This design comes from an exercise in tuning for small area, a short achievable clock period and few clock cycles on the open sky130 flow, not from production work. In this exercise RTL edits were held to simulation tests only and were not proved equivalent to the original. Power figures rest on the tool's default switching activity, not on a simulated workload.

## sierra
// coprocessador
module coprocessador(
	instruction,
	clk,
	rst,
	wr,
	dataOut,
	incorrect_addr_flag,
	overflow_flag,
	done_flag
);
==> flow/config.mk <==
export PLATFORM = sky130hd
export DESIGN_NAME = coprocessador
export DESIGN_NICKNAME = coprocessador
export VERILOG_FILES = /design/flow/design.v
export SDC_FILE = /design/flow/constraint.sdc
export NUM_CORES = 8
export LEC_CHECK = 0
export CAP_MARGIN = 10
export CORE_MARGIN = 2
export CORE_UTILIZATION = 65
export CTS_BUF_LIST = sky130_fd_sc_hd__clkbuf_8 sky130_fd_sc_hd__clkbuf_16
export CTS_CLUSTER_DIAMETER = 60
export CTS_CLUSTER_SIZE = 30
export PLACE_DENSITY = 0.75
export SLEW_MARGIN = 10
export TNS_END_PERCENT = 5
==> flow/constraint.sdc <==
create_clock -name core_clock -period 20.0 [get_ports {clk}]
set_input_delay 4.0000 -clock core_clock [delete_from_list [all_inputs] [get_ports {clk}]]
set_output_delay 4.0000 -clock core_clock [all_outputs]
set_load 0.01 [all_outputs]
standard.sh (not shown) runs the stock make flow with config.mk's settings and CLKGATE_MAP_FILE= SYNTH_SCRIPT=/design/flow/synth_recipe.tcl, a recipe that flattens the netlist after the stock synthesis.
==> flow/flow/run.sh <==
#!/bin/bash
# The standard layout with these changes:
#  - after the standard synthesis, its combinational logic is mapped again by
#    abc with an area-recovering script (flow/reabc.tcl, flow/area.abc); the
#    flip-flops, tie cells and adder cells stay as the standard synthesis made
#    them, with their names;
#  - plain buffers (instead of delay cells) on the ports;
#  - a clock tree without dummy loads.
set -euo pipefail
R="$PWD/orfs/results/${FLOW_PLATFORM}/coprocessador/base"
CTS='-sink_clustering_enable -repair_clock_nets -sink_clustering_size 30 -sink_clustering_max_diameter 60 -buf_list {sky130_fd_sc_hd__clkbuf_8 sky130_fd_sc_hd__clkbuf_16} -dont_use_dummy_load'
ARGS=(SETUP_SLACK_MARGIN=15 'BUFFER_PORTS_ARGS=-buffer_cell sky130_fd_sc_hd__buf_4' "CTS_ARGS=$CTS")
bash standard.sh "${ARGS[@]}" "$R/1_2_yosys.v" > flow_synth.log 2>&1
cp "$R/1_2_yosys.v" "$R/1_2_yosys_standard.v"
REABC_LIB="${FLOW_HOME}/platforms/${FLOW_PLATFORM}/lib/sky130_fd_sc_hd__tt_025C_1v80.lib" \
REABC_IN="$R/1_2_yosys_standard.v" REABC_OUT="$R/1_2_yosys.v" REABC_TOP="$FLOW_TOP" \
REABC_SCRIPT="$PWD/flow/area.abc" \
  yosys -c flow/reabc.tcl > flow_reabc.log 2>&1
bash standard.sh "${ARGS[@]}" finish > flow_make.log 2>&1
Other scripts of this flow, unchanged in this note and not shown: flow/flow/area.abc, flow/flow/reabc.tcl
Testbench counts of sierra, summed over its fixed seeds: cycles 27,000.
--- input diff sierra..maple ---
Settings: SLEW_MARGIN changed from 10 to 40; TNS_END_PERCENT removed (was 5); CAP_MARGIN changed from 10 to 40.
- A kind of critical path of in2reg is what sierra shows, while reg2out belongs to maple.
- Looking at maple and sierra, the number of max-slew violations in the final report is a wash.
- For area added between synthesis and finish, maple and sierra come out practically identical.
- From sierra to maple the numbers moved as follows: total via count in the routed design fell by 0.42%; final worst-path setup slack fell by 10 ps; routed length on met3 rose by about 1.5%; clock share of power rose by 0.3 points.
> inputs changed (maple -> willow)
Settings: a change of SLEW_MARGIN from 40 to 10; a change of CAP_MARGIN from 40 to 10.
willow vs maple — via-per-instance ratio rose about 0.7%.
Going from maple to willow, fill cell total of the finished layout shows an increase of 17, smallest setup slack after layout shows an increase of 16 ps, clock period minus worst slack shows a reduction of 16 ps.
The routed wire length was comparable across willow and maple.
Power: willow vs maple — no meaningful difference
Fraction of standard cell area in multi-input logic: willow vs maple — no meaningful difference
Input-level comparison between zinc and willow:
Settings: PLACE_DENSITY: 0.75 -> 0.85.
[summary]
zinc was carried through to the last stage, and its layout satisfied the timing, design-rule and antenna checks.
Compared with willow, in zinc total CTS buffers now smaller, post-route clock skew increased 24 ps.
Filler-free cell count of the finished design on zinc is up relative to willow.
Total cell area at the placement stage essentially unchanged between willow and zinc.
diff inputs: zinc => fjord
Settings: putting GPL_ROUTABILITY_DRIVEN at 0 where nothing was set; swapping 0.85 for 0.75 in PLACE_DENSITY.
==> results.txt <==
For the number of gates given a new drive strength after cts, fjord came in about 4% lower than zinc did.
The critical path's slowest cell comes out dfxtp_4 in one run and nor3b_4 in the other, namely in fjord and zinc respectively.
Design area: fjord vs zinc down 130 um2
On number of gates on the worst path with buffers counted, the lower figure sits with fjord, not zinc.
Between zinc and fjord, area added between synthesis and finish decreased.
fjord: number of buffers and inverters on the critical path is 1 lower than what zinc reported.
Compared with zinc, fjord instantiates a smaller number of standard cells.
Diff zinc -> fjord: count of buffers from port buffering ~0 delta, cell depth of the worst flop-to-flop path +2, routed wire length -about 7.5%.
Inputs modified between fjord and raven:
Settings: removing GPL_ROUTABILITY_DRIVEN (formerly 0); changing SLEW_MARGIN from 10 to 0; changing CAP_MARGIN from 10 to 0.
--- outcome ---
- Both conditions hold for raven: the flow ran to the end and the final layout passed the timing, design-rule and antenna checks.
- Compared with fjord, raven shows via density per instance that has gone up slightly.
- In terms of count of non-filler cells in the finished layout, fjord and raven differ only marginally.
- Delta (raven minus fjord): wire length increased by 2.1 mm relative to the old numbers, combinational group power decreased by about 0.6% relative to the old numbers.
- The estimated power of raven ends up lower than the estimate for fjord.
- Via count: fjord vs raven — no meaningful difference
- The register-to-register slack reported for raven is smaller than that of fjord by 70 ps.
- Ratio of final minimum period to clock period across fjord and raven: no real change.

## afterwards: timing with drivers on the ports
In the flow no input, the clock included, has a driving cell. The finished layouts below were timed again as built, in two steps.
Step 1 assumes that a clkbuf_16 drives the clock port and a buf_2 every other input.
Step 2 times the ports against the registers' clock, not the clock port: input delays grow and output delays shrink by t, the midpoint of the rising clock arrivals with the driver on.
Three values: no drivers, after step 1, after step 2; two values: the first two.
run	t (ns)	setup WS [ns]	hold slack, ns	worst register clock-pin slew, ns	worst data-port slew with drivers (ns)
sierra	0.620	14.901 / 14.855 / 14.307	0.441 / 0.441 / 0.441	0.10 / 0.10	0.14
maple	0.627	14.891 / 14.833 / 14.383	0.432 / 0.432 / 0.432	0.11 / 0.11	0.08
willow	0.627	14.907 / 14.849 / 14.358	0.422 / 0.422 / 0.422	0.11 / 0.11	0.07
zinc	0.623	14.898 / 14.849 / 14.265	0.420 / 0.420 / 0.420	0.12 / 0.12	0.19
fjord	0.640	14.923 / 14.864 / 14.330	0.417 / 0.417 / 0.417	0.11 / 0.11	0.06
raven	0.627	14.907 / 14.849 / 14.358	0.422 / 0.422 / 0.422	0.11 / 0.11	0.07
After both steps setup and hold are still met in every run listed. For zinc, which loses most, drivers alone change the setup slack by -0.049 ns; drivers and shift together by -0.633 ns.
